What follows belongs to an exercise in optimizing a design on an open flow for small area; a production flow would make more cautious choices.
Only simulation tests tie the RTL to the original design; equivalence was not proved.
Power and IR drop assume default switching activity.

<file path="design/flow/flow/run.sh">
#!/bin/bash
# Own layout flow: the standard flow (standard.sh: the standard synthesis script and ORFS's
# make targets) with three changes:
# - ABC maps the combinational logic for area (resyn2 twice, &deepsyn, &dch -f, &nf) instead of ORFS's
#   area script (dch; map -B 0.9; buffer).  It runs after the flip-flops are mapped, so the registers,
#   their names and cells are the standard synthesis's.
# - the port buffers are sky130_fd_sc_hd__buf_1 (buffer_ports would pick a larger cell);
# - clock tree synthesis uses the standard arguments, clkbuf_8 buffers, clusters of at most
#   15 sinks, and no dummy loads.
# Every tool's output goes to the ORFS logs under orfs/logs and to make_finish.log here.
set -euo pipefail
work=$(pwd)
rm -rf "$work/scripts_local"
cp -r "$FLOW_HOME/scripts" "$work/scripts_local"
cat > "$work/scripts_local/abc_area.script" <<'ABC'
strash
balance; rewrite; refactor; balance; rewrite; rewrite -z; balance; refactor -z; rewrite -z; balance
balance; rewrite; refactor; balance; rewrite; rewrite -z; balance; refactor -z; rewrite -z; balance
&get -n
&deepsyn -T 30
&dch -f
&nf -R 1000
&put
topo
ABC
bash standard.sh \
  "SCRIPTS_DIR=$work/scripts_local" \
  "BUFFER_PORTS_ARGS=-buffer_cell sky130_fd_sc_hd__buf_1" \
  "CTS_ARGS=-sink_clustering_enable -repair_clock_nets -dont_use_dummy_load -sink_clustering_size 30 -sink_clustering_max_diameter 80 -buf_list sky130_fd_sc_hd__clkbuf_16" \
  finish > make_finish.log 2>&1
</file>
<file path="design/flow/standard.sh">
#!/bin/bash
# synth_recipe.tcl (not shown) runs the flow's synth.tcl, then flattens the netlist and writes it again
# the make line also repeats each setting of config.mk as NAME=value (left out here)
make -C /OpenROAD-flow-scripts/flow DESIGN_CONFIG=/design/flow/config.mk WORK_HOME=/design/flow/orfs CLKGATE_MAP_FILE= SYNTH_SCRIPT=/design/flow/synth_recipe.tcl "${@:-finish}"
</file>
<file path="design/flow/config.mk">
export PLATFORM = sky130hd
export DESIGN_NAME = sequencer
export DESIGN_NICKNAME = sequencer
export VERILOG_FILES = /design/flow/design.v
export SDC_FILE = /design/flow/constraint.sdc
export NUM_CORES = 4
export LEC_CHECK = 0
export ABC_AREA = 1
export CAP_MARGIN = 20
export CORE_AREA = 10 10 190 190
export CTS_BUF_LIST = sky130_fd_sc_hd__clkbuf_8
export CTS_CLUSTER_DIAMETER = 60
export CTS_CLUSTER_SIZE = 15
export DIE_AREA = 0 0 200 200
export SLEW_MARGIN = 20
</file>
<file path="design/flow/constraint.sdc">
create_clock -name core_clock -period 10.0 [get_ports {CLK100MHZ}]
set_input_delay 2.0000 -clock core_clock [delete_from_list [all_inputs] [get_ports {CLK100MHZ}]]
set_output_delay 2.0000 -clock core_clock [all_outputs]
set_load 0.01 [all_outputs]
</file>
<file path="design/flow/design.v">
module disp_dec(input logic [2:0] sel, input logic [3:0] hi, input logic [4:0] lo, output logic [7:0] seg);
  wire new_n21, new_n22, new_n23, new_n24, new_n25, new_n26, new_n27, new_n28, new_n29, new_n30, new_n31, new_n32, new_n33, new_n34, new_n35, new_n36, new_n37, new_n38, new_n39, new_n40, new_n41, new_n42, new_n43, new_n44, new_n45, new_n46, new_n47, new_n48, new_n49, new_n50, new_n51, new_n52, new_n53, new_n54, new_n55, new_n56, new_n57, new_n58, new_n59, new_n60, new_n61, new_n62, new_n63, new_n64, new_n65, new_n66, new_n67, new_n68, new_n69, new_n70, new_n71, new_n72, new_n73, new_n74, new_n75, new_n76, new_n77, new_n78, new_n79, new_n80, new_n81, new_n82, new_n83, new_n84, new_n85, new_n86, new_n87, new_n88, new_n89, new_n90, new_n91, new_n92, new_n93, new_n94, new_n95, new_n96, new_n97, new_n98, new_n100, new_n101, new_n102, new_n103, new_n104, new_n105, new_n106, new_n107, new_n108, new_n109, new_n110, new_n111, new_n112, new_n113, new_n114, new_n115, new_n116, new_n117, new_n118, new_n119, new_n120, new_n121, new_n122, new_n123, new_n124, new_n125, new_n126, new_n127, new_n128, new_n129, new_n130, new_n131, new_n132, new_n133, new_n134, new_n135, new_n136, new_n137, new_n138, new_n139, new_n140, new_n141, new_n142, new_n143, new_n144, new_n145, new_n146, new_n147, new_n148, new_n149, new_n150, new_n151, new_n153, new_n154, new_n155, new_n156, new_n157, new_n158, new_n159, new_n160, new_n161, new_n162, new_n163, new_n164, new_n165, new_n166, new_n167, new_n168, new_n169, new_n170, new_n171, new_n172, new_n173, new_n174, new_n175, new_n176, new_n177, new_n178, new_n179, new_n180, new_n181, new_n182, new_n183, new_n184, new_n185, new_n187, new_n188, new_n189, new_n190, new_n191, new_n192, new_n193, new_n194, new_n195, new_n196, new_n197, new_n198, new_n199, new_n200, new_n201, new_n202, new_n203, new_n204, new_n205, new_n206, new_n207, new_n208, new_n210, new_n211, new_n212, new_n213, new_n214, new_n215, new_n216, new_n217, new_n218, new_n219, new_n220, new_n221, new_n222, new_n223, new_n224, new_n225, new_n226, new_n227, new_n228, new_n229, new_n230, new_n231, new_n232, new_n233, new_n234, new_n235, new_n236, new_n237, new_n238, new_n239, new_n240, new_n241, new_n242, new_n244, new_n245, new_n246, new_n247, new_n248, new_n249, new_n250, new_n251, new_n252, new_n253, new_n254, new_n255, new_n256, new_n257, new_n258, new_n259, new_n260, new_n261, new_n262, new_n263, new_n264, new_n266, new_n267, new_n268, new_n269, new_n270, new_n271, new_n272, new_n273, new_n274, new_n275, new_n276, new_n277, new_n278, new_n279, new_n280, new_n281, new_n282, new_n283, new_n284, new_n285, new_n286, new_n287, new_n288, new_n289, new_n290, new_n291, new_n292, new_n293, new_n294, new_n295, new_n296, new_n298, new_n299, new_n300, new_n301, new_n302, new_n303;
  assign new_n21 = ~sel[2] & ~lo[4];
  assign new_n22 = ~lo[2] & new_n21;
  assign new_n23 = ~lo[1] & new_n22;
  assign new_n24 = lo[3] & new_n21;
  assign new_n25 = lo[0] & new_n24;
  assign new_n26 = ~new_n23 & ~new_n25;
  assign new_n27 = ~sel[0] & ~new_n26;
  assign new_n28 = ~sel[2] & ~lo[2];
  assign new_n29 = ~sel[0] & new_n21;
  assign new_n30 = ~new_n28 & ~new_n29;
  assign new_n31 = ~lo[0] & ~lo[1];
  assign new_n32 = ~lo[3] & new_n31;
  assign new_n33 = ~new_n30 & new_n32;
  assign new_n34 = ~sel[2] & lo[4];
  assign new_n35 = ~lo[0] & lo[1];
  assign new_n36 = lo[3] & new_n35;
  assign new_n37 = ~lo[2] & ~new_n36;
  assign new_n38 = ~lo[1] & lo[3];
  assign new_n39 = lo[0] & new_n38;
  assign new_n40 = lo[2] & ~new_n39;
  assign new_n41 = new_n34 & ~new_n37;
  assign new_n42 = ~new_n40 & new_n41;
  assign new_n43 = ~new_n27 & ~new_n33;
  assign new_n44 = ~new_n42 & new_n43;
  assign new_n45 = sel[2] & hi[1];
  assign new_n46 = hi[0] & new_n45;
  assign new_n47 = ~sel[0] & sel[1];
  assign new_n48 = hi[2] & new_n47;
  assign new_n49 = new_n46 & new_n48;
  assign new_n50 = lo[3] & ~new_n31;
  assign new_n51 = sel[0] & ~sel[1];
  assign new_n52 = ~sel[2] & new_n51;
  assign new_n53 = ~new_n50 & new_n52;
  assign new_n54 = ~hi[0] & new_n45;
  assign new_n55 = ~new_n47 & ~new_n51;
  assign new_n56 = new_n54 & new_n55;
  assign new_n57 = ~sel[2] & lo[2];
  assign new_n58 = lo[1] & ~lo[3];
  assign new_n59 = sel[0] & new_n57;
  assign new_n60 = new_n58 & new_n59;
  assign new_n61 = lo[2] & new_n21;
  assign new_n62 = lo[1] & lo[3];
  assign new_n63 = lo[0] & new_n62;
  assign new_n64 = new_n61 & new_n63;
  assign new_n65 = ~sel[0] & ~sel[1];
  assign new_n66 = ~sel[2] & new_n65;
  assign new_n67 = sel[2] & hi[3];
  assign new_n68 = ~new_n21 & ~new_n67;
  assign new_n69 = ~new_n66 & new_n68;
  assign new_n70 = ~new_n64 & ~new_n69;
  assign new_n71 = new_n57 & new_n65;
  assign new_n72 = ~lo[4] & new_n62;
  assign new_n73 = new_n71 & new_n72;
  assign new_n74 = new_n70 & ~new_n73;
  assign new_n75 = lo[0] & new_n58;
  assign new_n76 = ~new_n51 & ~new_n75;
  assign new_n77 = new_n28 & ~new_n76;
  assign new_n78 = ~lo[3] & new_n35;
  assign new_n79 = new_n61 & new_n78;
  assign new_n80 = ~sel[1] & ~hi[2];
  assign new_n81 = new_n45 & new_n80;
  assign new_n82 = sel[2] & ~hi[1];
  assign new_n83 = sel[0] & sel[1];
  assign new_n84 = ~sel[0] & ~hi[2];
  assign new_n85 = sel[1] & ~hi[0];
  assign new_n86 = sel[0] & hi[2];
  assign new_n87 = ~new_n84 & ~new_n85;
  assign new_n88 = ~new_n86 & new_n87;
  assign new_n89 = new_n82 & ~new_n83;
  assign new_n90 = ~new_n88 & new_n89;
  assign new_n91 = ~new_n49 & ~new_n81;
  assign new_n92 = ~new_n53 & ~new_n56;
  assign new_n93 = ~new_n60 & ~new_n79;
  assign new_n94 = new_n92 & new_n93;
  assign new_n95 = ~new_n77 & new_n91;
  assign new_n96 = ~new_n90 & new_n95;
  assign new_n97 = new_n74 & new_n94;
  assign new_n98 = new_n96 & new_n97;
  assign seg[0] = new_n44 & new_n98;
  assign new_n100 = ~hi[2] & new_n67;
  assign new_n101 = hi[1] & new_n100;
  assign new_n102 = hi[2] & new_n67;
  assign new_n103 = ~hi[0] & new_n102;
  assign new_n104 = ~new_n101 & ~new_n103;
  assign new_n105 = new_n83 & ~new_n104;
  assign new_n106 = new_n38 & new_n51;
  assign new_n107 = ~lo[0] & new_n38;
  assign new_n108 = ~sel[1] & new_n107;
  assign new_n109 = ~new_n106 & ~new_n108;
  assign new_n110 = new_n57 & ~new_n109;
  assign new_n111 = lo[0] & new_n23;
  assign new_n112 = ~lo[3] & new_n83;
  assign new_n113 = new_n111 & new_n112;
  assign new_n114 = new_n22 & new_n35;
  assign new_n115 = lo[0] & ~lo[3];
  assign new_n116 = new_n61 & new_n115;
  assign new_n117 = ~new_n114 & ~new_n116;
  assign new_n118 = ~sel[1] & ~new_n117;
  assign new_n119 = new_n85 & new_n101;
  assign new_n120 = ~sel[0] & lo[1];
  assign new_n121 = ~new_n50 & ~new_n120;
  assign new_n122 = ~sel[0] & new_n62;
  assign new_n123 = ~sel[1] & new_n34;
  assign new_n124 = ~new_n122 & new_n123;
  assign new_n125 = ~new_n121 & new_n124;
  assign new_n126 = ~new_n119 & ~new_n125;
  assign new_n127 = new_n36 & new_n52;
  assign new_n128 = new_n34 & new_n65;
  assign new_n129 = ~lo[2] & new_n128;
  assign new_n130 = hi[1] & new_n65;
  assign new_n131 = new_n102 & new_n130;
  assign new_n132 = hi[0] & new_n67;
  assign new_n133 = sel[1] & ~hi[1];
  assign new_n134 = sel[0] & ~hi[2];
  assign new_n135 = new_n133 & ~new_n134;
  assign new_n136 = new_n132 & new_n135;
  assign new_n137 = new_n22 & new_n78;
  assign new_n138 = sel[0] & new_n137;
  assign new_n139 = new_n36 & new_n47;
  assign new_n140 = lo[1] & new_n112;
  assign new_n141 = ~new_n139 & ~new_n140;
  assign new_n142 = new_n61 & ~new_n141;
  assign new_n143 = ~new_n127 & ~new_n129;
  assign new_n144 = ~new_n131 & ~new_n136;
  assign new_n145 = new_n143 & new_n144;
  assign new_n146 = ~new_n138 & new_n145;
  assign new_n147 = ~new_n105 & ~new_n110;
  assign new_n148 = ~new_n113 & ~new_n118;
  assign new_n149 = new_n126 & ~new_n142;
  assign new_n150 = new_n148 & new_n149;
  assign new_n151 = new_n146 & new_n147;
  assign seg[1] = ~new_n150 | ~new_n151;
  assign new_n153 = lo[0] & ~lo[2];
  assign new_n154 = new_n34 & ~new_n153;
  assign new_n155 = ~new_n103 & ~new_n154;
  assign new_n156 = new_n65 & ~new_n155;
  assign new_n157 = new_n21 & ~new_n141;
  assign new_n158 = sel[1] & ~lo[0];
  assign new_n159 = new_n61 & new_n158;
  assign new_n160 = lo[2] & new_n34;
  assign new_n161 = ~sel[1] & new_n160;
  assign new_n162 = ~new_n159 & ~new_n161;
  assign new_n163 = lo[3] & ~new_n162;
  assign new_n164 = ~hi[1] & new_n100;
  assign new_n165 = new_n38 & new_n61;
  assign new_n166 = ~new_n164 & ~new_n165;
  assign new_n167 = sel[0] & ~new_n166;
  assign new_n168 = ~new_n65 & new_n137;
  assign new_n169 = lo[0] & ~new_n38;
  assign new_n170 = new_n21 & new_n83;
  assign new_n171 = new_n169 & new_n170;
  assign new_n172 = ~new_n127 & ~new_n171;
  assign new_n173 = ~lo[2] & ~new_n172;
  assign new_n174 = ~new_n55 & new_n116;
  assign new_n175 = hi[0] & new_n133;
  assign new_n176 = hi[2] & new_n83;
  assign new_n177 = ~new_n175 & ~new_n176;
  assign new_n178 = new_n67 & ~new_n177;
  assign new_n179 = ~new_n168 & ~new_n174;
  assign new_n180 = ~new_n178 & new_n179;
  assign new_n181 = new_n126 & ~new_n156;
  assign new_n182 = ~new_n157 & ~new_n163;
  assign new_n183 = ~new_n167 & ~new_n173;
  assign new_n184 = new_n182 & new_n183;
  assign new_n185 = new_n180 & new_n181;
  assign seg[2] = ~new_n184 | ~new_n185;
  assign new_n187 = ~new_n65 & ~new_n84;
  assign new_n188 = ~hi[0] & ~new_n187;
  assign new_n189 = ~new_n176 & ~new_n188;
  assign new_n190 = new_n82 & ~new_n189;
  assign new_n191 = ~sel[0] & new_n57;
  assign new_n192 = new_n78 & new_n191;
  assign new_n193 = ~sel[1] & new_n21;
  assign new_n194 = sel[2] & ~hi[2];
  assign new_n195 = new_n65 & new_n194;
  assign new_n196 = ~sel[0] & ~new_n75;
  assign new_n197 = sel[0] & ~new_n35;
  assign new_n198 = new_n28 & ~new_n197;
  assign new_n199 = ~new_n196 & new_n198;
  assign new_n200 = new_n46 & ~new_n86;
  assign new_n201 = new_n55 & new_n200;
  assign new_n202 = ~new_n193 & ~new_n195;
  assign new_n203 = ~new_n192 & new_n202;
  assign new_n204 = new_n70 & new_n203;
  assign new_n205 = ~new_n111 & ~new_n199;
  assign new_n206 = ~new_n201 & new_n205;
  assign new_n207 = ~new_n190 & new_n204;
  assign new_n208 = new_n206 & new_n207;
  assign seg[3] = new_n44 & new_n208;
  assign new_n210 = ~new_n47 & new_n114;
  assign new_n211 = ~hi[1] & new_n102;
  assign new_n212 = ~sel[1] & ~hi[0];
  assign new_n213 = sel[0] & ~new_n212;
  assign new_n214 = ~new_n65 & new_n67;
  assign new_n215 = ~new_n213 & new_n214;
  assign new_n216 = ~lo[4] & new_n127;
  assign new_n217 = lo[2] & new_n38;
  assign new_n218 = lo[0] & ~new_n58;
  assign new_n219 = new_n128 & new_n218;
  assign new_n220 = ~new_n217 & new_n219;
  assign new_n221 = hi[0] & new_n102;
  assign new_n222 = ~sel[1] & new_n221;
  assign new_n223 = new_n22 & new_n83;
  assign new_n224 = lo[3] & new_n223;
  assign new_n225 = ~new_n71 & ~new_n170;
  assign new_n226 = new_n115 & ~new_n225;
  assign new_n227 = new_n104 & ~new_n116;
  assign new_n228 = sel[0] & ~new_n227;
  assign new_n229 = new_n39 & new_n47;
  assign new_n230 = ~new_n47 & new_n107;
  assign new_n231 = ~new_n106 & ~new_n112;
  assign new_n232 = ~new_n229 & new_n231;
  assign new_n233 = ~new_n230 & new_n232;
  assign new_n234 = new_n61 & ~new_n233;
  assign new_n235 = ~new_n211 & ~new_n215;
  assign new_n236 = ~new_n210 & new_n235;
  assign new_n237 = ~new_n216 & ~new_n220;
  assign new_n238 = ~new_n222 & ~new_n224;
  assign new_n239 = ~new_n226 & new_n238;
  assign new_n240 = new_n236 & new_n237;
  assign new_n241 = new_n239 & new_n240;
  assign new_n242 = ~new_n228 & ~new_n234;
  assign seg[4] = ~new_n241 | ~new_n242;
  assign new_n244 = ~new_n25 & ~new_n194;
  assign new_n245 = new_n65 & ~new_n244;
  assign new_n246 = new_n21 & ~new_n83;
  assign new_n247 = ~new_n35 & new_n246;
  assign new_n248 = new_n34 & ~new_n38;
  assign new_n249 = ~new_n58 & new_n248;
  assign new_n250 = ~new_n247 & ~new_n249;
  assign new_n251 = ~lo[2] & ~new_n250;
  assign new_n252 = new_n54 & new_n176;
  assign new_n253 = ~new_n28 & ~new_n246;
  assign new_n254 = new_n32 & ~new_n253;
  assign new_n255 = new_n57 & new_n140;
  assign new_n256 = new_n107 & new_n160;
  assign new_n257 = ~new_n34 & ~new_n57;
  assign new_n258 = new_n78 & ~new_n257;
  assign new_n259 = ~new_n252 & ~new_n256;
  assign new_n260 = ~new_n258 & new_n259;
  assign new_n261 = ~new_n254 & ~new_n255;
  assign new_n262 = new_n260 & new_n261;
  assign new_n263 = new_n74 & ~new_n245;
  assign new_n264 = ~new_n251 & new_n263;
  assign seg[5] = new_n262 & new_n264;
  assign new_n266 = hi[1] & new_n51;
  assign new_n267 = new_n103 & ~new_n266;
  assign new_n268 = lo[2] & ~new_n58;
  assign new_n269 = ~new_n169 & ~new_n268;
  assign new_n270 = new_n128 & ~new_n269;
  assign new_n271 = ~new_n39 & ~new_n58;
  assign new_n272 = new_n170 & ~new_n271;
  assign new_n273 = ~new_n83 & new_n116;
  assign new_n274 = new_n61 & ~new_n83;
  assign new_n275 = ~new_n128 & ~new_n274;
  assign new_n276 = new_n107 & ~new_n275;
  assign new_n277 = new_n28 & new_n65;
  assign new_n278 = new_n78 & new_n277;
  assign new_n279 = sel[1] & new_n35;
  assign new_n280 = new_n24 & new_n279;
  assign new_n281 = hi[1] & new_n47;
  assign new_n282 = new_n132 & new_n281;
  assign new_n283 = new_n164 & new_n213;
  assign new_n284 = ~new_n133 & new_n221;
  assign new_n285 = ~new_n38 & ~new_n115;
  assign new_n286 = new_n223 & ~new_n285;
  assign new_n287 = ~new_n114 & ~new_n278;
  assign new_n288 = ~new_n280 & ~new_n282;
  assign new_n289 = new_n287 & new_n288;
  assign new_n290 = ~new_n267 & ~new_n270;
  assign new_n291 = ~new_n272 & ~new_n273;
  assign new_n292 = ~new_n283 & ~new_n284;
  assign new_n293 = ~new_n286 & new_n292;
  assign new_n294 = new_n290 & new_n291;
  assign new_n295 = ~new_n276 & new_n289;
  assign new_n296 = new_n294 & new_n295;
  assign seg[6] = ~new_n293 | ~new_n296;
  assign new_n298 = ~lo[2] & new_n31;
  assign new_n299 = lo[3] & ~new_n298;
  assign new_n300 = sel[0] & ~new_n299;
  assign new_n301 = ~sel[1] & ~new_n300;
  assign new_n302 = new_n34 & ~new_n301;
  assign new_n303 = new_n65 & new_n100;
  assign seg[7] = new_n302 | new_n303;
endmodule
module sequencer(
    input  logic CLK100MHZ,
    input  logic rst,
    input  logic BTNU, BTND, BTNL, BTNR, BTNC, CPU_RESETN,
    input  logic SW15,SW14,SW13,SW12,SW11,SW10,SW9,SW8,SW7,SW6,SW5,SW4,SW3,SW2,SW1,SW0,
    output logic [15:0] LED,
    output logic LED16_R,
    output logic LED17_R, LED17_G, LED17_B,
    output logic [7:0] AN,
    output logic DP,CG,CF,CE,CD,CC,CB,CA,
    output logic AUD_PWM,
    output logic AUD_SD
);
localparam logic PLAY = 1'b0, STOP = 1'b1;
localparam logic [1:0] STEP = 2'd0, SETTING_NAME = 2'd1, SETTING_VALUE = 2'd2;
localparam logic [2:0] SIGNAL = 3'd0, NOTE = 3'd5;
localparam logic[7:0] A_SSEG = 8'h77, B_SSEG = 8'h7C, C_SSEG = 8'h39, D_SSEG = 8'h5E,
                      E_SSEG = 8'h79, F_SSEG = 8'h71, G_SSEG = 8'h3D, H_SSEG = 8'h76,
                      I_SSEG = 8'h30, K_SSEG = 8'h75, N_SSEG = 8'h37, L_SSEG = 8'h38,
                      O_SSEG = 8'h3F, P_SSEG = 8'h73, Q_SSEG = 8'h6F, R_SSEG = 8'h33,
                      S_SSEG = 8'h6D, T_SSEG = 8'h78, U_SSEG = 8'h3E, V_SSEG = 8'h3E,
                      Y_SSEG = 8'h6E, DP_SSEG = 8'h80;
localparam logic[7:0] ZERO_SSEG = 8'h3F, ONE_SSEG = 8'h06, TWO_SSEG = 8'h5B, THREE_SSEG = 8'h4F,
                      FOUR_SSEG = 8'h66, FIVE_SSEG = 8'h6D, SIX_SSEG = 8'h7D, SEVEN_SSEG = 8'h07,
                      EIGHT_SSEG = 8'h7F, NINE_SSEG = 8'h6F;
logic meta, reset;
always_ff @(posedge CLK100MHZ) begin
  meta  <= rst;
  reset <= rst | meta;
end
logic [7:0] refresh;
wire [7:0] refreshInc;
ha_chain #(8) u_refresh(.a(refresh), .ci(1'b1), .s(refreshInc), .co());
always_ff @(posedge CLK100MHZ)
  if (rst) refresh <= 8'd0;
  else     refresh <= refreshInc;
wire tick0 = (refresh[3:0] == 4'd0);    
wire tick9 = (refresh[3:0] == 4'd9);    
wire [5:0] btn_in = {CPU_RESETN, BTNC, BTNR, BTNL, BTND, BTNU};
logic [5:0] db;
logic [1:0] wcnt [0:5];
logic [5:0] dn;
logic [5:0] pulse;
genvar gb;
generate
  for (gb = 0; gb < 6; gb = gb + 1) begin : g_btn
    wire d  = (btn_in[gb] ^ db[gb]) & ~rst;
    wire c1 = wcnt[gb][1];
    wire c0 = wcnt[gb][0];
    always_ff @(posedge CLK100MHZ) begin
      wcnt[gb][1] <= d & (c1 ^ (tick0 & c0));
      wcnt[gb][0] <= d & (~(c1 | c0) | (c0 ^ tick0));
      db[gb]      <= ~rst & (db[gb] ^ (d & tick0 & c1 & c0));
    end
    always_ff @(posedge CLK100MHZ)
      if (tick0) dn[gb] <= ~db[gb];
    assign pulse[gb] = db[gb] & dn[gb] & tick9;
  end
endgenerate
wire UP = pulse[0], DOWN = pulse[1], LEFT = pulse[2], RIGHT = pulse[3];
wire CENTER = pulse[4], RESET = pulse[5];
logic playState, playStateNext;
always_ff @(posedge CLK100MHZ) begin
  if (rst) begin
    playState     <= STOP;
    playStateNext <= STOP;
    LED16_R       <= 1'b1;
  end
  else begin
    playState <= RESET ? STOP : playStateNext;
    if (CENTER) playStateNext <= ~playState;
    LED16_R <= playState;
  end
end
wire playing = (playState == PLAY);
localparam logic [11:0] TEMPO_LAST = 12'd105;     
localparam logic [12:0] BLINK_LAST = 13'd5664;    
logic [11:0] tempoCnt;
logic [12:0] blinkCnt;
wire tempoTick  = (tempoCnt == TEMPO_LAST);
wire blinkTick  = (blinkCnt == BLINK_LAST);
always_ff @(posedge CLK100MHZ) begin
  if (reset || tempoTick) tempoCnt <= 12'd0;
  else tempoCnt <= {tempoCnt[10:0], ~(tempoCnt[11] ^ tempoCnt[5] ^ tempoCnt[3] ^ tempoCnt[0])};
  if (reset || blinkTick) blinkCnt <= 13'd0;
  else blinkCnt <= {blinkCnt[11:0], ~(blinkCnt[12] ^ blinkCnt[2])};
end
logic [3:0] audioStepState;
wire [3:0] audioStepInc;
ha_chain #(4) u_astep(.a(audioStepState), .ci(tempoTick & playing), .s(audioStepInc), .co());
always_ff @(posedge CLK100MHZ)
  if (rst) audioStepState <= 4'd0;
  else     audioStepState <= audioStepInc;
logic [3:0] menuStepState;
logic [2:0] menuHorizontalState;
logic [1:0] menuVerticalState;
logic [15:0] sigArr;      
wire inValue = (menuVerticalState == SETTING_VALUE);
logic [4:0] curNote;      
wire noteWr = inValue && (menuHorizontalState == NOTE) && (LEFT ^ RIGHT);
wire [4:0] noteT = curNote ^ {5{~RIGHT}};
wire [4:0] noteU;
ha_chain #(5) u_note(.a(noteT), .ci(1'b1), .s(noteU), .co());
wire [4:0] noteNew = noteU ^ {5{~RIGHT}};
wire inStep = (menuVerticalState == STEP);
wire stepDec = inStep & LEFT;
wire [3:0] stepT = menuStepState ^ {4{stepDec}};
wire [3:0] stepU;
ha_chain #(4) u_step(.a(stepT), .ci(inStep & (LEFT | RIGHT)), .s(stepU), .co());
wire [3:0] stepNext = stepU ^ {4{stepDec}};
wire sigTgl = inValue && (menuHorizontalState == SIGNAL) && (UP ^ DOWN);
function automatic logic [2:0] hNext(input logic [2:0] h);
  if (h == 3'd2)      hNext = 3'd4;
  else if (h == 3'd4) hNext = 3'd6;
  else if (h == 3'd6) hNext = 3'd1;
  else if (h == 3'd1) hNext = 3'd3;
  else if (h == 3'd3) hNext = 3'd0;
  else if (h == 3'd0) hNext = 3'd5;
  else                hNext = 3'd2;
endfunction
function automatic logic [2:0] hPrev(input logic [2:0] h);
  if (h == 3'd4)      hPrev = 3'd2;
  else if (h == 3'd6) hPrev = 3'd4;
  else if (h == 3'd1) hPrev = 3'd6;
  else if (h == 3'd3) hPrev = 3'd1;
  else if (h == 3'd0) hPrev = 3'd3;
  else if (h == 3'd5) hPrev = 3'd0;
  else                hPrev = 3'd5;
endfunction
always_ff @(posedge CLK100MHZ) begin
  if (rst) begin
    menuStepState       <= 4'd0;
    menuHorizontalState <= NOTE;
    menuVerticalState   <= STEP;
  end
  else begin
    menuStepState <= stepNext;
    case (menuVerticalState)
      STEP: begin
        if (DOWN) menuVerticalState <= SETTING_NAME;
      end
      SETTING_NAME: begin
        if (DOWN)    menuVerticalState <= SETTING_VALUE;
        else if (UP) menuVerticalState <= STEP;
        if (RIGHT)     menuHorizontalState <= hNext(menuHorizontalState);
        else if (LEFT) menuHorizontalState <= hPrev(menuHorizontalState);
      end
      default: begin
        if (UP) menuVerticalState <= SETTING_NAME;
      end
    endcase
  end
end
genvar gs;
generate
  for (gs = 0; gs < 16; gs = gs + 1) begin : g_step
    always_ff @(posedge CLK100MHZ)
      if (rst) sigArr[gs] <= gs[0];
      else if (sigTgl && (4'd15 - menuStepState) == gs) sigArr[gs] <= ~sigArr[gs];
  end
endgenerate
logic [4:0] ring [0:15];
logic curNoteValid;
logic ringClr;
logic [4:0] audNote;
wire [3:0] ringStep = refresh[3:0];
wire hitM = (ringStep == menuStepState);
wire hitA = (ringStep == audioStepState);
wire [4:0] ringOut = ringClr ? 5'd3 : ring[0];
wire ownM = hitM & curNoteValid;
wire [4:0] ringIn = ownM ? (noteWr ? noteNew : curNote) : ringOut;
wire stepMove = inStep & (LEFT | RIGHT);
always_ff @(posedge CLK100MHZ) begin
  for (int k = 0; k < 15; k = k + 1) ring[k] <= ring[k+1];
  ring[15] <= ringIn;
end
always_ff @(posedge CLK100MHZ) begin
  if (rst) begin
    ringClr      <= 1'b1;
    curNote      <= 5'd3;
    curNoteValid <= 1'b1;
    audNote      <= 5'd3;
  end
  else begin
    if (ringStep == 4'd15) ringClr <= 1'b0;
    if (noteWr) curNote <= noteNew;
    else if (hitM & ~curNoteValid) curNote <= ringOut;
    if (stepMove) curNoteValid <= 1'b0;
    else if (hitM) curNoteValid <= 1'b1;
    if (hitA) audNote <= ringIn;
    else if (noteWr && menuStepState == audioStepState) audNote <= noteNew;
  end
end
logic [3:0] dispHi;
logic [4:0] dispLo;
always_ff @(posedge CLK100MHZ) begin
  if (rst) begin
    dispHi <= 4'd0;
    dispLo <= 5'd0;
  end
  else begin
    case (menuVerticalState)
      STEP: begin
        dispHi <= 4'd15;
        dispLo <= {1'b1, menuStepState};
      end
      SETTING_NAME: begin
        dispHi <= {1'b1, menuHorizontalState};
        dispLo <= 5'd0;
      end
      default: begin
        if (menuHorizontalState == NOTE) begin
          if (curNote < 5'd12) dispLo <= curNote + 5'd1;
        end
        else if (menuHorizontalState == SIGNAL)
          dispLo <= sigArr[menuStepState] ? 5'd14 : 5'd13;
      end
    endcase
  end
end
logic [2:0] sel;
logic [7:0] seg;
assign sel = refresh[7:5];
disp_dec u_dec(.sel(sel), .hi(dispHi), .lo(dispLo), .seg(seg));
assign AN = ~(8'd1 << sel);
assign {DP,CG,CF,CE,CD,CC,CB,CA} = ~seg;
always_ff @(posedge CLK100MHZ)
  LED <= {SW15,SW14,SW13,SW12,SW11,SW10,SW9,SW8,SW7,SW6,SW5,SW4,SW3,SW2,SW1,SW0};
always_ff @(posedge CLK100MHZ) begin
  if (rst) begin
    LED17_R <= 1'b0;
    LED17_G <= 1'b0;
    LED17_B <= 1'b0;
  end
  else if (blinkTick) begin
    if (playing) begin
      LED17_R <= ~LED17_G;
      LED17_G <= ~LED17_B;
      LED17_B <= LED17_G;
    end
    else begin
      LED17_R <= 1'b0;
      LED17_G <= 1'b0;
      LED17_B <= 1'b0;
    end
  end
end
function automatic logic [18:0] fccwOf(input logic [3:0] c);
  fccwOf = 19'd0;
  if (c == 4'd0) fccwOf = 19'd4724;
  else if (c == 4'd1) fccwOf = 19'd5005;
  else if (c == 4'd2) fccwOf = 19'd5303;
  else if (c == 4'd3) fccwOf = 19'd5618;
  else if (c == 4'd4) fccwOf = 19'd5952;
  else if (c == 4'd5) fccwOf = 19'd6306;
  else if (c == 4'd6) fccwOf = 19'd6681;
  else if (c == 4'd7) fccwOf = 19'd7079;
  else if (c == 4'd8) fccwOf = 19'd7500;
  else if (c == 4'd9) fccwOf = 19'd7946;
  else if (c == 4'd10) fccwOf = 19'd8418;
  else if (c == 4'd11) fccwOf = 19'd8919;
  else if (c == 4'd15) fccwOf = 19'd514724;
endfunction
logic [3:0] fcode;       
always_ff @(posedge CLK100MHZ)
  if (rst) fcode <= 4'd14;
  else if (tempoTick)
    fcode <= LED[4'd15 - audioStepState] ? ((audNote < 5'd12) ? audNote[3:0] : 4'd12) : 4'd15;
wire soundOn = ~(fcode[3] & fcode[2] & fcode[1]);
logic [18:0] phaseLo;
logic [10:0] phaseHi;
logic [3:0] phaseCy;
wire [18:0] phaseLoSum;
wire [10:0] phaseHiSum;
wire phaseLoCo;
fa_chain #(19) u_phlo(.a(phaseLo), .b(fccwOf(fcode)), .ci(1'b0), .s(phaseLoSum), .co(phaseLoCo));
ha_chain #(11) u_phhi(.a(phaseHi), .ci(phaseCy[3]), .s(phaseHiSum), .co());
always_ff @(posedge CLK100MHZ) begin
  if (reset) begin
    phaseLo <= 19'd0;
    phaseCy <= 4'd0;
    phaseHi <= 11'd0;
  end
  else begin
    phaseLo <= phaseLoSum;
    phaseCy <= {phaseCy[2:0], phaseLoCo};
    phaseHi <= phaseHiSum;
  end
end
logic [2:0] sigDly, enDly;
always_ff @(posedge CLK100MHZ) begin
  sigDly <= {sigDly[1:0], sigArr[audioStepState]};
  enDly  <= {enDly[1] , enDly[0] & ~reset, soundOn & playing};
end
function automatic logic [14:0] qsin(input logic [5:0] j);
  case (j)
    6'd0: qsin = 15'd0;
    6'd1: qsin = 15'd706;
    6'd2: qsin = 15'd1413;
    6'd3: qsin = 15'd2119;
    6'd4: qsin = 15'd2823;
    6'd5: qsin = 15'd3525;
    6'd6: qsin = 15'd4225;
    6'd7: qsin = 15'd4923;
    6'd8: qsin = 15'd5618;
    6'd9: qsin = 15'd6310;
    6'd10: qsin = 15'd6997;
    6'd11: qsin = 15'd7681;
    6'd12: qsin = 15'd8360;
    6'd13: qsin = 15'd9034;
    6'd14: qsin = 15'd9702;
    6'd15: qsin = 15'd10364;
    6'd16: qsin = 15'd11021;
    6'd17: qsin = 15'd11670;
    6'd18: qsin = 15'd12313;
    6'd19: qsin = 15'd12948;
    6'd20: qsin = 15'd13576;
    6'd21: qsin = 15'd14195;
    6'd22: qsin = 15'd14806;
    6'd23: qsin = 15'd15408;
    6'd24: qsin = 15'd16000;
    6'd25: qsin = 15'd16583;
    6'd26: qsin = 15'd17156;
    6'd27: qsin = 15'd17718;
    6'd28: qsin = 15'd18270;
    6'd29: qsin = 15'd18811;
    6'd30: qsin = 15'd19341;
    6'd31: qsin = 15'd19858;
    6'd32: qsin = 15'd20364;
    6'd33: qsin = 15'd20858;
    6'd34: qsin = 15'd21338;
    6'd35: qsin = 15'd21807;
    6'd36: qsin = 15'd22262;
    6'd37: qsin = 15'd22704;
    6'd38: qsin = 15'd23132;
    6'd39: qsin = 15'd23546;
    6'd40: qsin = 15'd23946;
    6'd41: qsin = 15'd24331;
    6'd42: qsin = 15'd24702;
    6'd43: qsin = 15'd25058;
    6'd44: qsin = 15'd25399;
    6'd45: qsin = 15'd25724;
    6'd46: qsin = 15'd26034;
    6'd47: qsin = 15'd26329;
    6'd48: qsin = 15'd26608;
    6'd49: qsin = 15'd26869;
    6'd50: qsin = 15'd27116;
    6'd51: qsin = 15'd27346;
    6'd52: qsin = 15'd27559;
    6'd53: qsin = 15'd27756;
    6'd54: qsin = 15'd27936;
    6'd55: qsin = 15'd28100;
    6'd56: qsin = 15'd28246;
    6'd57: qsin = 15'd28376;
    6'd58: qsin = 15'd28487;
    6'd59: qsin = 15'd28583;
    6'd60: qsin = 15'd28661;
    6'd61: qsin = 15'd28721;
    6'd62: qsin = 15'd28765;
    6'd63: qsin = 15'd28791;
    default: qsin = 15'd0;
  endcase
endfunction
localparam logic [14:0] QPEAK = 15'd28799;
wire [7:0] addr = phaseHi[10:3];
wire [5:0] qidx = addr[6] ? (6'd0 - addr[5:0]) : addr[5:0];
wire qpeak = addr[6] & (addr[5:0] == 6'd0);
wire [14:0] mag = sigDly[2] ? 15'd4394 : (qpeak ? QPEAK : qsin(qidx));
wire zeroPt = ~sigDly[2] & (addr == 8'd128);
wire en = enDly[2] & ~zeroPt;
wire [15:0] dacIn = {~(en & addr[7]), en ? (mag ^ {15{addr[7]}}) : 15'd0};
logic [16:0] acc;
wire [15:0] accSum;
wire accCo;
fa_chain #(16) u_acc(.a(acc[15:0]), .b(dacIn), .ci(1'b0), .s(accSum), .co(accCo));
always_ff @(posedge CLK100MHZ)
  if (reset) acc <= 17'd0;
  else       acc <= {accCo, accSum};
assign AUD_PWM = acc[16];
assign AUD_SD  = 1'b1;
endmodule
module ha_chain #(parameter W = 8) (
  input  logic [W-1:0] a,
  input  logic ci,
  output logic [W-1:0] s,
  output logic co
);
  logic [W:0] c;
  assign c[0] = ci;
  genvar i;
  generate
    for (i = 0; i < W; i = i + 1) begin : g
      assign s[i]   = a[i] ^ c[i];
      assign c[i+1] = a[i] & c[i];
    end
  endgenerate
  assign co = c[W];
endmodule
module fa_chain #(parameter W = 8) (
  input  logic [W-1:0] a,
  input  logic [W-1:0] b,
  input  logic ci,
  output logic [W-1:0] s,
  output logic co
);
  logic [W:0] c;
  assign c[0] = ci;
  genvar i;
  generate
    for (i = 0; i < W; i = i + 1) begin : g
      assign s[i]   = a[i] ^ b[i] ^ c[i];
      assign c[i+1] = (a[i] & b[i]) | (c[i] & (a[i] ^ b[i]));
    end
  endgenerate
  assign co = c[W];
endmodule
</file>
==> results_dict.tcl, run 1 <==
set metrics [dict create \
    hold_path_depth 0 \
    rr_worst_depth 30 \
    grt_pass1_vias 9117 \
    gp_congestion 0.912 \
    syn-num-nets 1398 \
    synthTopCellsByArea "dfxtp_1 (45%), fa_1 (5.6%), nor2_1 (5.3%)" \
    end_kind "flop" \
    max_stage_delay_ns 0.54 \
    die_w_um 200 \
    dp_slack_ns 0.549 \
    num-fill-cells 3210 \
    grt.total_usage 0.147 \
    critPathKind "flop to flop" \
    hp-start "ring[6][0]" \
    vias 9605 \
    rows 65 \
    reg2reg_to "acc[15]" \
    yosys_warnings 3 \
    clkSlewWorstSetupHoldPaths_ns 0.10 \
    p_per_area_nw_per_um2 138 \
    finalCriticalPeriod_ns 9.33 \
    ir_drop_uv 135 \
    dp_hpwl_mm 22.0 \
    slew_headroom 0.306 \
    hp-class "flop to flop" \
    cts_tree "done" \
    synth_area_per_cell_sq_um 9.19 \
    cts_made_buffers 16 \
    antenna_cells 0 \
    synthTopCellsByCount "dfxtp_1 (266), nor2_1 (169), nand2_1 (108), a21oi_1 (89), clkinv_1 (71)" \
    setup_ws_ns 0.671 \
    crit_required_ns 10.36 \
    grt_pass1_wl_mm 48.1 \
    cts_sinks 272 \
    hold_ws_ns 0.323 \
    crit_start "phaseHi[3]" \
    syn_inst 1292 \
    grt_antenna_before_repair 0 \
    power_w 0.00183 \
    die_h_um 200 \
    dr.pass1.iters 5 \
    fp.coreArea_sq_um 31800 \
    numPortBuffers 60 \
    drv_cap 0 \
    dieArea_sq_um 40000 \
    yosysUniqueCellTypes 61 \
    tns_ns 0 \
    p_leak_nw 4.74 \
    min_to "ring[5][0]" \
    wire_per_inst_um 16.2 \
    finalHoldViolations 0 \
    boundaryPins 62 \
    fin_worst_skew_ns 0.0632 \
    synth_seq_area_share 0.464 \
    yosysTopAreaCell "dfxtp_1" \
    r2r-start "phaseHi[3]" \
    drv_slew 0 \
    worst_pin_slew_ns 1.03 \
    start_util 0.373 \
    cts.path.max_buffers 3 \
    syn_to_final_growth_pct 11.8 \
    root_buffer "clkbuf_16" \
    setup_viol 0 \
    cp_slowest_cell "nor2_1" \
    synthArstFlopShare 0 \
    crit_fanout 10 \
    crit_top_cell "fa_1" \
    rsz0062_at_grt "no" \
    first_iter_violations 650 \
    layout-drive-gt1-share 0.0358 \
    overflow 0 \
    max_freq_ghz 0.107 \
    viasPerCell 5.25 \
    clk_latency_ns 0.51 \
    status "complete, no violations" \
    yosysMostFrequentCell "dfxtp_1" \
    antenna_left 0 \
    drc 0 \
    wirelength_mm 29.6 \
    hold_buffers 0 \
    synth_area_sq_um 11900 \
    ys_ff_latch 272 \
    cts_htree_levels 1 \
    start_kind "flop" \
    synth_top_flop_cell "dfxtp_1" \
    r2r_setup_slack_ns 0.67 \
    grt_max_degree 68 \
    synth_top_area_share 0.448 \
    nets 1504 \
    synth_edf_count 6 \
    period_share 0.933 \
    arrival_ns 9.69 \
]
-- registers in the layout, indices dropped and copies added (netlist names), 4 cells and up --
signal and flops:
audioStepState 4, phaseLo 19, dn 6, LED 16, sigArr 16, refresh 8
blinkCnt 13, ring 80, tempoCnt 12, phaseCy 4, fcode 4, acc 17
audNote 5, curNote 5, wcnt 12, dispHi 4, phaseHi 11, menuStepState 4
db 6, dispLo 5
-- stage by stage --
| step | instance area (sq um) | utilization | std cells |
|---|---|---|---|
| global placement | 12900 | 0.404 | 1813 |
| CTS | 13300 | 0.417 | 1829 |
| floorplan | 11900 | - | 1292 |
| global route | 13300 | 0.417 | 1831 |
| detailed placement | 12900 | 0.404 | 1813 |
| finish | 13300 | 0.417 | 1831 |
-- worst max-delay path: cells and delay by family (launching register included) --
| family | cells | cell delay (ns) |
|---|---|---|
| AOI/OAI and AO/OA | 3 | 0.48 |
| adders and majority gates | 17 | 6.55 |
| buffers and inverters | 5 | 0.77 |
| DFF | 1 | 0.34 |
| and+or+nand+nor | 5 | 1.03 |
-- placed cells by master, fill, tap and decap left out, types with 8 or more instances in the layout --
master,Yosys,routed
a211oi_1,13,13
a21oi_1,89,89
a31oi_1,19,19
and2_0,19,19
buf_1,0,59
buf_4,1,29
clkbuf_16,0,16
clkinv_1,71,70
dfxtp_1,266,265
fa_1,33,33
ha_1,49,49
nand2_1,108,108
nand2b_1,17,17
nand3_1,47,47
nand4_1,11,11
nor2_1,169,169
nor2b_1,69,69
nor3_1,44,44
nor4_1,8,8
o211ai_1,10,10
o21ai_0,63,63
o221ai_1,8,8
o22ai_1,18,18
o31ai_1,11,11
xnor2_1,38,37
xor2_1,12,12
-- worst max-delay path by stage --
| stage | slack [ns] | end | depth (start not counted) |
|---|---|---|---|
| floorplan | 0.08 | acc[15] | 31 |
| global placement | 0.71 | acc[15] | 31 |
| detailed placement | 0.55 | acc[15] | 31 |
| CTS | 0.50 | acc[15] | 31 |
| global route | 0.08 | acc[15] | 30 |
| finish | 0.67 | acc[15] | 30 |
-- report_power, final --
| part | total, W | internal (W) | leakage [nW] | switching, W |
|---|---|---|---|---|
| sequential | 0.00112 | 0.00110 | 2.20 | 0.0000210 |
| combinational | 0.0000887 | 0.0000344 | 2.34 | 0.0000542 |
| clock | 0.000620 | 0.000286 | 0.197 | 0.000334 |
-- final cells by class --
type	count	area (sq um)	share of cell area
Clock buffer	16	400	0.0302
Inverter	71	270	0.0204
Multi-Input combinational cell	948	6110	0.460
Sequential cell	272	5510	0.415
Tap cell	435	544	0.0410
Timing Repair Buffer	89	444	0.0335
-- per-layer routing --
metal,vias to the layer above,GRT usage,routed length (um)
li1,4758,-,-
met1,4553,0.193,13600
met2,246,0.250,14100
met3,48,0.0177,1220
met4,0,0.0370,755
met5,-,0,0
-- logic make-up (layout without fill, tap and decap cells) --
kind of cell             Yosys count  count (layout)  share of synthesized area
AND/OR/NAND/NOR                  514             514                      0.204
XOR/XNOR                          50              50                     0.0369
buffers and inverters             72             176                     0.0231
adder cells (fa/ha/maj)           82              82                      0.107
other                              1               1                   0.000316
AO/OA/AOI/OAI                    294             294                      0.159
flip-flops                       272             272                      0.464
multiplexers                       7               7                    0.00590
-- timing repair --
| item | in CTS | in global routing |
|---|---|---|
| buffers inserted | 0 | 2 |
| resized for setup | 0 | 1 |
| setup endpoints to repair | 0 | 1 |
==> run 2, diff against run 1 <==
==> design/flow/flow/run.sh (replaced) <==
#!/bin/bash
# Own layout flow: the standard flow (standard.sh: the standard synthesis script and ORFS's
# make targets) with three changes:
# - ABC maps the combinational logic for area (resyn2 twice, &dch -f, &nf) instead of ORFS's
#   area script (dch; map -B 0.9; buffer).  It runs after the flip-flops are mapped, so the registers,
#   their names and cells are the standard synthesis's.
# - the port buffers are sky130_fd_sc_hd__buf_1 (buffer_ports would pick a larger cell);
# - clock tree synthesis uses the standard arguments, clkbuf_8 buffers, clusters of at most
#   15 sinks, and no dummy loads.
# Every tool's output goes to the ORFS logs under orfs/logs and to make_finish.log here.
set -euo pipefail
work=$(pwd)
rm -rf "$work/scripts_local"
cp -r "$FLOW_HOME/scripts" "$work/scripts_local"
cat > "$work/scripts_local/abc_area.script" <<'ABC'
strash
balance; rewrite; refactor; balance; rewrite; rewrite -z; balance; refactor -z; rewrite -z; balance
balance; rewrite; refactor; balance; rewrite; rewrite -z; balance; refactor -z; rewrite -z; balance
&get -n
&dch -f
&nf -R 1000
&put
topo
ABC
bash standard.sh \
  "SCRIPTS_DIR=$work/scripts_local" \
  "BUFFER_PORTS_ARGS=-buffer_cell sky130_fd_sc_hd__buf_1" \
  "CTS_ARGS=-sink_clustering_enable -repair_clock_nets -dont_use_dummy_load -sink_clustering_size 18 -sink_clustering_max_diameter 60 -buf_list sky130_fd_sc_hd__clkbuf_8" \
  finish > make_finish.log 2>&1
--- a/design/flow/config.mk
+++ b/design/flow/config.mk
@@ -8,8 +8,6 @@
 export ABC_AREA = 1
 export CAP_MARGIN = 20
 export CORE_AREA = 10 10 190 190
-export CTS_BUF_LIST = sky130_fd_sc_hd__clkbuf_8
-export CTS_CLUSTER_DIAMETER = 60
-export CTS_CLUSTER_SIZE = 15
 export DIE_AREA = 0 0 200 200
+export GPL_TIMING_DRIVEN = 0
 export SLEW_MARGIN = 20
==> results_dict.tcl, run 2 <==
set metrics [dict create \
    setup_ws_ns 0.462 \
    start_util 0.383 \
    dp_hpwl_mm 19.5 \
    cts_sinks 272 \
    start_kind "flop" \
    dr.pass1.iters 5 \
    synth_top_flop_cell "dfxtp_1" \
    first_iter_violations 648 \
    crit_fanout 7 \
    cp_num_buf_inv 5 \
    drc 0 \
    grt_pass1_vias 9545 \
    dp_slack_ns -1.34 \
    power_w 0.00179 \
    critical_path.top_delay_family "adder cells" \
    synthTopCellsByArea "dfxtp_1 (44%), fa_1 (5.4%), ha_1 (5.0%)" \
    antenna_cells 0 \
    synthTopCellsByCount "dfxtp_1 (266), nor2_1 (154), nand2_1 (106), a21oi_1 (85), o21ai_0 (77)" \
    rr_worst_depth 34 \
    boundaryPins 62 \
    cts.path.max_buffers 3 \
    vias 9855 \
    antenna_left 0 \
    synth_area_per_cell_sq_um 9.27 \
    synth_seq_area_share 0.452 \
    root_buffer "clkbuf_8" \
    yosysUniqueCellTypes 60 \
    wirelength_mm 28.1 \
    slew_headroom 0.372 \
    synth_area_sq_um 12200 \
    layout-drive-gt1-share 0.0657 \
    finalCriticalPeriod_ns 9.54 \
    cts_htree_levels 1 \
    drv_slew 0 \
    crit_top_cell "fa_1" \
    top_register "ring" \
    fin_worst_skew_ns 0.114 \
    drv_cap 0 \
    utilization 0.434 \
    p_leak_nw 4.90 \
    setup_viol 0 \
    synth_top_area_share 0.437 \
    worst-path-stages 34 \
    ir_drop_uv 98.8 \
    max_stage_delay_ns 0.44 \
    rsz0062_at_grt "no" \
    period_share 0.954 \
    synthArstFlopShare 0 \
    hold_path_depth 0 \
    reg_top3 "ring (80), phaseLo (19), acc (17)" \
    dieArea_sq_um 40000 \
    clkSlewWorstSetupHoldPaths_ns 0.10 \
    fp.coreArea_sq_um 31800 \
    grt_antenna_before_repair 0 \
    critPathKind "flop to flop" \
    final_common_cell "dfxtp_1" \
    yosysTopAreaCell "dfxtp_1" \
    syn-num-nets 1422 \
    cts_tree "done" \
    yosys_warnings 3 \
    hp-class "flop to flop" \
    syn_to_final_growth_pct 13.2 \
    p_per_area_nw_per_um2 129 \
    nets 1538 \
    max_freq_ghz 0.105 \
    wire_per_inst_um 15.1 \
    cp_slowest_cell "fa_1" \
    status "complete, no violations" \
    ys_ff_latch 272 \
    viasPerCell 5.28 \
    cts_made_buffers 24 \
    crit_required_ns 10.36 \
    rows 65 \
    syn_inst 1316 \
    clk_latency_ns 0.57 \
    end_kind "flop" \
    final_cell_mix "dfxtp_1 (263), nor2_1 (152), nand2_1 (105), a21oi_1 (84), o21ai_0 (74)" \
    finalHoldViolations 0 \
    die_w_um 200 \
    design_area_sq_um 13800 \
    largest_reg_flops 80 \
    arrival_ns 9.89 \
    synth_edf_count 6 \
    die_h_um 200 \
    dpl_cell_area_sq_um 13200 \
    grt.total_usage 0.143 \
    grt_pass1_wl_mm 48.2 \
    yosysMostFrequentCell "dfxtp_1" \
    numPortBuffers 60 \
    worst_pin_slew_ns 0.941 \
    gp_congestion 0.914 \
    overflow 0 \
    grt_max_degree 65 \
]
-- run 2: worst register-to-register path: cells and delay by family, from the launching register on --
kind / cells / cell delay [ns]
flip-flops: 1 / 0.36
adder cells (fa/ha/maj): 17 / 6.67
AND/OR/NAND/NOR: 5 / 0.60
buffers and inverters: 5 / 0.55
AO/OA/AOI/OAI: 7 / 1.16
-- run 2: cell type report --
cell class	instances	area (sq um)
Timing Repair Buffer	87	488
Inverter	62	241
Tap cell	435	544
Fill cell	3131	18000
Buffer	1	7.51
Clock buffer	24	330
Sequential cell	272	5510
Multi-Input combinational cell	984	6670
-- run 2: timing repair --
item / in CTS / in global routing
hold buffers: 0 / 0
buffers inserted: 9 / 10
pin swaps: 4 / 4
gates resized for setup: 14 / 11
setup endpoints to repair: 5 / 2
cloned: 3 / 0
-- run 2: metrics by stage --
stage / setup TNS (ns) / cells / hold slack [ns]
final: 0 / 1865 / 0.283
after global routing: 0 / 1865 / 0.288
after CTS: 0 / 1855 / 0.282
after global placement: -4.78 / 1811 / 0.310
after floorplan: 0 / 1316 / 0.310
after detailed placement: -3.70 / 1819 / 0.312
-- run 2: logic make-up (layout without fill, tap and decap cells) --
| family | after synthesis | after routing | share of synthesized area |
|---|---|---|---|
| buf+inv | 63 | 174 | 0.0197 |
| xor+xnor | 61 | 64 | 0.0438 |
| other cells | 1 | 1 | 0.000308 |
| fa+ha+maj | 82 | 82 | 0.104 |
| mux | 11 | 11 | 0.0193 |
| compound gates | 299 | 299 | 0.154 |
| flops | 272 | 272 | 0.452 |
| simple gates | 527 | 527 | 0.207 |
-- run 2: power breakdown --
group	internal, W	switching, W	leakage, nW
combinational	0.0000285	0.0000389	2.50
clock	0.000213	0.000325	0.173
sequential	0.00115	0.0000280	2.22
total	0.00139	0.000392	4.90
-- run 2: final timing paths --
kind              slack, ns         end        from
setup / recovery       0.46     acc[15]  phaseHi[3]
hold / removal         0.28  ring[1][1]  ring[2][1]
setup reg to reg       0.46     acc[15]  phaseHi[3]
hold reg to reg        0.28  ring[1][1]  ring[2][1]
-- run 2: routing by layer --
layer,share of wire,GRT usage,routed length (um),up-vias
met5,0,0,0,-
met4,0.025,0.0432,695,0
met3,0.071,0.0270,2000,60
met2,0.44,0.220,12300,350
met1,0.47,0.198,13100,4548
li1,-,-,-,4897
==> run 3, diff against run 2 <==
--- a/design/flow/config.mk
+++ b/design/flow/config.mk
@@ -6,8 +6,7 @@
 export NUM_CORES = 4
 export LEC_CHECK = 0
 export ABC_AREA = 1
-export CAP_MARGIN = 20
+export CAP_MARGIN = 5
 export CORE_AREA = 10 10 190 190
 export DIE_AREA = 0 0 200 200
-export GPL_TIMING_DRIVEN = 0
-export SLEW_MARGIN = 20
+export SLEW_MARGIN = 5
==> results_dict.tcl, run 3 <==
set metrics [dict create \
    status "complete, no violations" \
    dp_hpwl_mm 20.6 \
    rows 65 \
    slew_headroom 0.192 \
    antenna_left 0 \
    grt_max_degree 89 \
    design_area_sq_um 13600 \
    yosysMostFrequentCell "dfxtp_1" \
    dr.pass1.iters 5 \
    p_per_area_nw_per_um2 131 \
    grt_antenna_before_repair 0 \
    largest_reg_flops 80 \
    synthTopCellsByArea "dfxtp_1 (44%), fa_1 (5.4%), ha_1 (5.0%)" \
    hold_buffers 0 \
    arrival_ns 9.79 \
    first_iter_violations 637 \
    critPathKind "flop to flop" \
    dieArea_sq_um 40000 \
    r2r_setup_slack_ns 0.52 \
    end_kind "flop" \
    max_freq_ghz 0.105 \
    clkSlewWorstSetupHoldPaths_ns 0.08 \
    synth_area_per_cell_sq_um 9.27 \
    syn-num-nets 1422 \
    cts_sinks 272 \
    start_kind "flop" \
    ir_drop_uv 109 \
    ys_ff_latch 272 \
    overflow 0 \
    worst_pin_slew_ns 1.20 \
    fin_worst_skew_ns 0.147 \
    synth_top_flop_cell "dfxtp_1" \
    cts_made_buffers 24 \
    wire_per_inst_um 15.5 \
    final_cell_mix "dfxtp_1 (264), nor2_1 (152), nand2_1 (106), a21oi_1 (84), o21ai_0 (76)" \
    drv_cap 0 \
    cts.repair.resized 0 \
    crit_top_cell "fa_1" \
    crit_fanout 14 \
    place_inst 1836 \
    drv_slew 0 \
    gp_congestion 0.937 \
    layout-drive-gt1-share 0.0540 \
    crit_start "phaseHi[4]" \
    synth_seq_area_share 0.452 \
    syn_inst 1316 \
    crit_end "acc[15]" \
    synth_area_sq_um 12200 \
    die_w_um 200 \
    top_register "ring" \
    synthArstFlopShare 0 \
    period_share 0.948 \
    synth_edf_count 6 \
    synthTopCellsByCount "dfxtp_1 (266), nor2_1 (154), nand2_1 (106), a21oi_1 (85), o21ai_0 (77)" \
    grt_pass1_wl_mm 48.6 \
    cts_tree "done" \
    fin_cells 1860 \
    numPortBuffers 60 \
    clk_latency_ns 0.60 \
    final_common_cell "dfxtp_1" \
    reg_top3 "ring (80), phaseLo (19), acc (17)" \
    num-fill-cells 3143 \
    viasPerCell 5.27 \
    finalCriticalPeriod_ns 9.48 \
    grt_pass1_vias 9551 \
    cts_htree_levels 1 \
    vias 9802 \
    root_buffer "clkbuf_8" \
    p_leak_nw 4.84 \
    r2r-start "phaseHi[4]" \
    setup_viol 0 \
    fp.coreArea_sq_um 31800 \
    synth_top_area_share 0.437 \
    yosysUniqueCellTypes 60 \
    hp-class "flop to flop" \
    nets 1533 \
    yosys_warnings 3 \
    yosysTopAreaCell "dfxtp_1" \
    die_h_um 200 \
    cts.path.max_buffers 3 \
    finalHoldViolations 0 \
    rr_worst_depth 31 \
    reg2reg_to "acc[15]" \
    max_stage_delay_ns 0.43 \
    postCtsSetupBuffers 0 \
    antenna_cells 0 \
    wirelength_mm 28.8 \
    crit_required_ns 10.31 \
    start_util 0.383 \
    dpl_cell_area_sq_um 13200 \
    boundaryPins 62 \
    grt.total_usage 0.145 \
    drc 0 \
    cp_slowest_cell "fa_1" \
    utilization 0.428 \
    syn_to_final_growth_pct 11.7 \
]
## run 3: cell types whose count changed in the layout (fill, tap and decap cells not counted), sizes merged
cell      change
buf           -2
xor2          -2
clkinv        -1
clkinvlp      +1
xnor2         -1
## run 3: logic make-up after synthesis
kind of cell	Yosys count	synth area share
adders and majority gates	82	0.104
xor gates and xnor gates	61	0.0438
muxes	11	0.0193
buffers and inverters	63	0.0197
DFF	272	0.452
other	1	0.000308
AOI/OAI and AO/OA	299	0.154
and+or+nand+nor	527	0.207
## run 3: metrics by stage
step                power [W]  setup WS [ns]  hold slack [ns]  setup TNS, ns
finish                0.00179          0.520            0.200              0
global route          0.00187       -0.00774            0.202       -0.00774
CTS                   0.00182          0.290            0.185              0
detailed placement    0.00127          0.318            0.312              0
global placement      0.00127          0.423            0.310              0
floorplan             0.00124         0.0350            0.310              0
## run 3: per-layer routing
layer	part of all wire	GRT usage
met1	0.47	0.199
met2	0.44	0.230
met3	0.068	0.0266
met4	0.017	0.0345
met5	0	0
## run 3: cell type report
cell class | instances | area (sq um) | share of cell area
Inverter | 62 | 241 | 0.0177
Sequential cell | 272 | 5510 | 0.405
Tap cell | 435 | 544 | 0.0400
Multi-Input combinational cell | 981 | 6570 | 0.482
Clock buffer | 24 | 330 | 0.0243
Timing Repair Buffer | 86 | 422 | 0.0310
## run 3: worst min path at each step
stage / slack [ns] / depth (start not counted) / end / from
3_3_place_gp: 0.31 / 0 / ring[13][2] / ring[14][2]
5_1_grt: 0.20 / 0 / ring[12][2] / ring[13][2]
4_1_cts: 0.19 / 0 / ring[12][2] / ring[13][2]
3_5_place_dp: 0.31 / 0 / ring[0][1] / ring[1][1]
6_report: 0.20 / 0 / ring[12][2] / ring[13][2]
2_1_floorplan: 0.31 / 0 / enDly[2] / enDly[1]
## run 3: power by group
group           total, W  switching (W)  internal [W]
combinational  0.0000688      0.0000424     0.0000264
sequential       0.00118      0.0000246       0.00115
clock           0.000539       0.000326      0.000213
## run 3: worst max-delay path: cells and delay by family (launching register included)
kind	cells	cell delay [ns]
compound gates	4	0.87
xor+xnor	2	0.42
fa+ha+maj	17	6.47
simple gates	3	0.51
buf+inv	5	0.65
flops	1	0.40
==> run 4, diff against run 3 <==
==> design/flow/flow/run.sh (replaced) <==
#!/bin/bash
# Own layout flow: the standard flow (standard.sh: the standard synthesis script and ORFS's
# make targets) with three changes:
# - ABC maps the combinational logic for area (resyn2 twice, &deepsyn, &dch -f, &nf) instead of ORFS's
#   area script (dch; map -B 0.9; buffer).  It runs after the flip-flops are mapped, so the registers,
#   their names and cells are the standard synthesis's.
# - the port buffers are sky130_fd_sc_hd__buf_1 (buffer_ports would pick a larger cell);
# - clock tree synthesis uses the standard arguments, clkbuf_4 buffers, clusters of at most
#   8 sinks, and no dummy loads.
# Every tool's output goes to the ORFS logs under orfs/logs and to make_finish.log here.
set -euo pipefail
work=$(pwd)
rm -rf "$work/scripts_local"
cp -r "$FLOW_HOME/scripts" "$work/scripts_local"
cat > "$work/scripts_local/abc_area.script" <<'ABC'
strash
balance; rewrite; refactor; balance; rewrite; rewrite -z; balance; refactor -z; rewrite -z; balance
balance; rewrite; refactor; balance; rewrite; rewrite -z; balance; refactor -z; rewrite -z; balance
&get -n
&deepsyn -T 30
&dch -f
&nf -R 1000
&put
topo
ABC
bash standard.sh \
  "SCRIPTS_DIR=$work/scripts_local" \
  "BUFFER_PORTS_ARGS=-buffer_cell sky130_fd_sc_hd__buf_1" \
  "CTS_ARGS=-sink_clustering_enable -repair_clock_nets -dont_use_dummy_load -sink_clustering_size 8 -sink_clustering_max_diameter 40 -buf_list sky130_fd_sc_hd__clkbuf_4" \
  finish > make_finish.log 2>&1
==> design/flow/config.mk (replaced) <==
export PLATFORM = sky130hd
export DESIGN_NAME = sequencer
export DESIGN_NICKNAME = sequencer
export VERILOG_FILES = /design/flow/design.v
export SDC_FILE = /design/flow/constraint.sdc
export NUM_CORES = 4
export LEC_CHECK = 0
export ABC_AREA = 1
export CAP_MARGIN = 0
export CORE_AREA = 8 8 157 157
export DIE_AREA = 0 0 165 165
export SLEW_MARGIN = 0
==> results_dict.tcl, run 4 <==
set metrics [dict create \
    status "complete, no violations" \
    synth_top_flop_cell "dfxtp_1" \
    vias 9825 \
    grt_pass1_vias 9484 \
    wirelength_mm 28.2 \
    max_stage_delay_ns 0.51 \
    synthArstFlopShare 0 \
    rows 54 \
    multi_input_area_sq_um 6110 \
    cts_tree "done" \
    hold_path_depth 0 \
    nets 1523 \
    reg2reg_to "acc[15]" \
    end_kind "flop" \
    dr.pass1.iters 5 \
    cp_num_buf_inv 5 \
    dp_hpwl_mm 20.4 \
    rr_worst_depth 30 \
    die_w_um 165 \
    fin_worst_skew_ns 0.106 \
    postCtsSetupBuffers 0 \
    grt_max_degree 71 \
    yosysMostFrequentCell "dfxtp_1" \
    ir_drop_uv 106 \
    syn_inst 1292 \
    viasPerCell 5.79 \
    yosysUniqueCellTypes 61 \
    finalHoldViolations 0 \
    top_register "ring" \
    clk_latency_ns 0.64 \
    layout-drive-gt1-share 0.0481 \
    reg_top3 "ring (80), phaseLo (19), acc (17)" \
    synth_area_per_cell_sq_um 9.19 \
    cts_made_buffers 42 \
    largest_reg_flops 80 \
    r2r_setup_slack_ns 0.56 \
    min_to "ring[6][3]" \
    numPortBuffers 60 \
    hold_ws_ns 0.287 \
    p_per_area_nw_per_um2 134 \
    yosys_warnings 3 \
    grt_pass1_wl_mm 46.6 \
    setup_viol 0 \
    design_area_sq_um 13000 \
    synth_edf_count 6 \
    boundaryPins 62 \
    overflow 0 \
    finalCriticalPeriod_ns 9.44 \
    first_iter_violations 837 \
    p_leak_nw 4.70 \
    final_cell_mix "dfxtp_1 (265), nor2_1 (169), nand2_1 (108), a21oi_1 (89), clkinv_1 (71)" \
    dpl_cell_area_sq_um 12600 \
    clkSlewWorstSetupHoldPaths_ns 0.09 \
    hold_buffers 0 \
    yosysTopAreaCell "dfxtp_1" \
    drv_slew 0 \
    cts_htree_levels 2 \
    antenna_left 0 \
    worst_pin_slew_ns 0.809 \
    grt_antenna_before_repair 2 \
    die_h_um 165 \
    tns_ns 0 \
    slew_headroom 0.457 \
    arrival_ns 9.93 \
    ys_ff_latch 272 \
    critPathKind "flop to flop" \
    drc 0 \
    dieArea_sq_um 27200 \
    wire_per_inst_um 16.6 \
    rsz0062_at_grt "no" \
    r2r-start "phaseHi[3]" \
    start_kind "flop" \
    cts.path.max_buffers 3 \
    fp.coreArea_sq_um 21800 \
    synthTopCellsByCount "dfxtp_1 (266), nor2_1 (169), nand2_1 (108), a21oi_1 (89), clkinv_1 (71)" \
    crit_top_cell "fa_1" \
    synth_area_sq_um 11900 \
    critical_path.top_delay_family "adder cells" \
    drv_cap 0 \
    crit_required_ns 10.50 \
    syn_to_final_growth_pct 9.08 \
    gp_congestion 0.988 \
    synthTopCellsByArea "dfxtp_1 (45%), fa_1 (5.6%), nor2_1 (5.3%)" \
    crit_fanout 10 \
    synth_seq_area_share 0.464 \
    start_util 0.544 \
    max_freq_ghz 0.106 \
    cp_slowest_cell "nor2_1" \
    grt.total_usage 0.208 \
    final_common_cell "dfxtp_1" \
    root_buffer "clkbuf_4" \
    syn-num-nets 1398 \
    cts_sinks 272 \
    num-fill-cells 1943 \
    regArea_sq_um 5510 \
    cts.repair.resized 0 \
    hp-start "ring[7][3]" \
    synth_top_area_share 0.448 \
    period_share 0.944 \
    hp-class "flop to flop" \
]
run 4: cells by family (layout without fill, tap and decap cells):
group / count (synthesis) / in the layout / share of synthesized area
compound gates: 294 / 294 / 0.159
xor+xnor: 50 / 50 / 0.0369
fa+ha+maj: 82 / 82 / 0.107
buf+inv: 72 / 195 / 0.0231
flops: 272 / 272 / 0.464
mux: 7 / 7 / 0.00590
other cells: 1 / 2 / 0.000316
simple gates: 514 / 514 / 0.204
run 4: per-stage QoR:
| stage | power, W | utilization | instances | setup slack (ns) |
|---|---|---|---|---|
| after floorplan | 0.00120 | - | 1292 | 0.0784 |
| after global placement | 0.00123 | 0.579 | 1653 | 0.644 |
| after detailed placement | 0.00123 | 0.579 | 1653 | 0.557 |
| after CTS | 0.00175 | 0.593 | 1695 | 0.552 |
| after global routing | 0.00181 | 0.594 | 1696 | 0.0134 |
| final | 0.00173 | 0.594 | 1696 | 0.563 |
run 4: cell type report:
type                       instances  share of cell area
multi-input combinational        948               0.472
sequential                       272               0.425
timing repair buffer              82              0.0312
tap                              280              0.0270
clock buffer                      42              0.0243
inverter                          71              0.0206
antenna                            1            0.000193
run 4: power breakdown:
group / switching [W] / leakage, nW / total, W / internal [W]
Sequential: 0.0000187 / 2.20 / 0.00112 / 0.00110
Combinational: 0.0000539 / 2.31 / 0.0000882 / 0.0000343
Clock: 0.000331 / 0.193 / 0.000524 / 0.000193
run 4: worst max path at each step:
| stage | cells after the start | to | startpoint | slack [ns] |
|---|---|---|---|---|
| after floorplan | 31 | acc[15] | phaseHi[3] | 0.08 |
| after global placement | 33 | acc[15] | phaseHi[3] | 0.64 |
| after detailed placement | 33 | acc[15] | phaseHi[3] | 0.56 |
| after CTS | 33 | acc[15] | phaseHi[3] | 0.55 |
| after global routing | 33 | acc[15] | phaseHi[3] | 0.01 |
| final | 30 | acc[15] | phaseHi[3] | 0.56 |
run 4: metal layers:
layer / track usage / routed length, um / vias up
met2: 0.343 / 13200 / 379
met4: 0.0893 / 916 / 2
met5: 0 / 11 / -
met3: 0.0406 / 2010 / 87
met1: 0.261 / 12100 / 4533
li1: - / - / 4824

-- port drivers added, routing unchanged --
Ports are ideal in the flow. The routed layouts listed here were re-timed in OpenROAD.
Step 1: set_driving_cell puts a clkbuf_16 on CLK100MHZ and a buf_2 on each other input, an assumption about the parent block.
Step 2, shift: input delay + t, output delay - t, t = (earliest + latest rising clock arrival at the registers) / 2. This alone moves slack from input paths to output paths.
a / b / c = no drivers / after step 1 / after step 2; a / b = the first two.
| run | t (ns) | setup slack, ns | hold slack, ns | worst register clock-pin slew, ns |
|---|---|---|---|---|
| run 1 | 0.523 | 0.671 / 0.671 / 0.671 | 0.323 / 0.323 / 0.323 | 0.11 / 0.11 |
| run 2 | 0.564 | 0.462 / 0.462 / 0.462 | 0.283 / 0.283 / 0.283 | 0.10 / 0.10 |
| run 3 | 0.565 | 0.520 / 0.520 / 0.520 | 0.200 / 0.200 / 0.200 | 0.10 / 0.10 |
| run 4 | 0.631 | 0.563 / 0.563 / 0.563 | 0.287 / 0.287 / 0.287 | 0.09 / 0.09 |
After both steps every run listed still meets setup and hold.
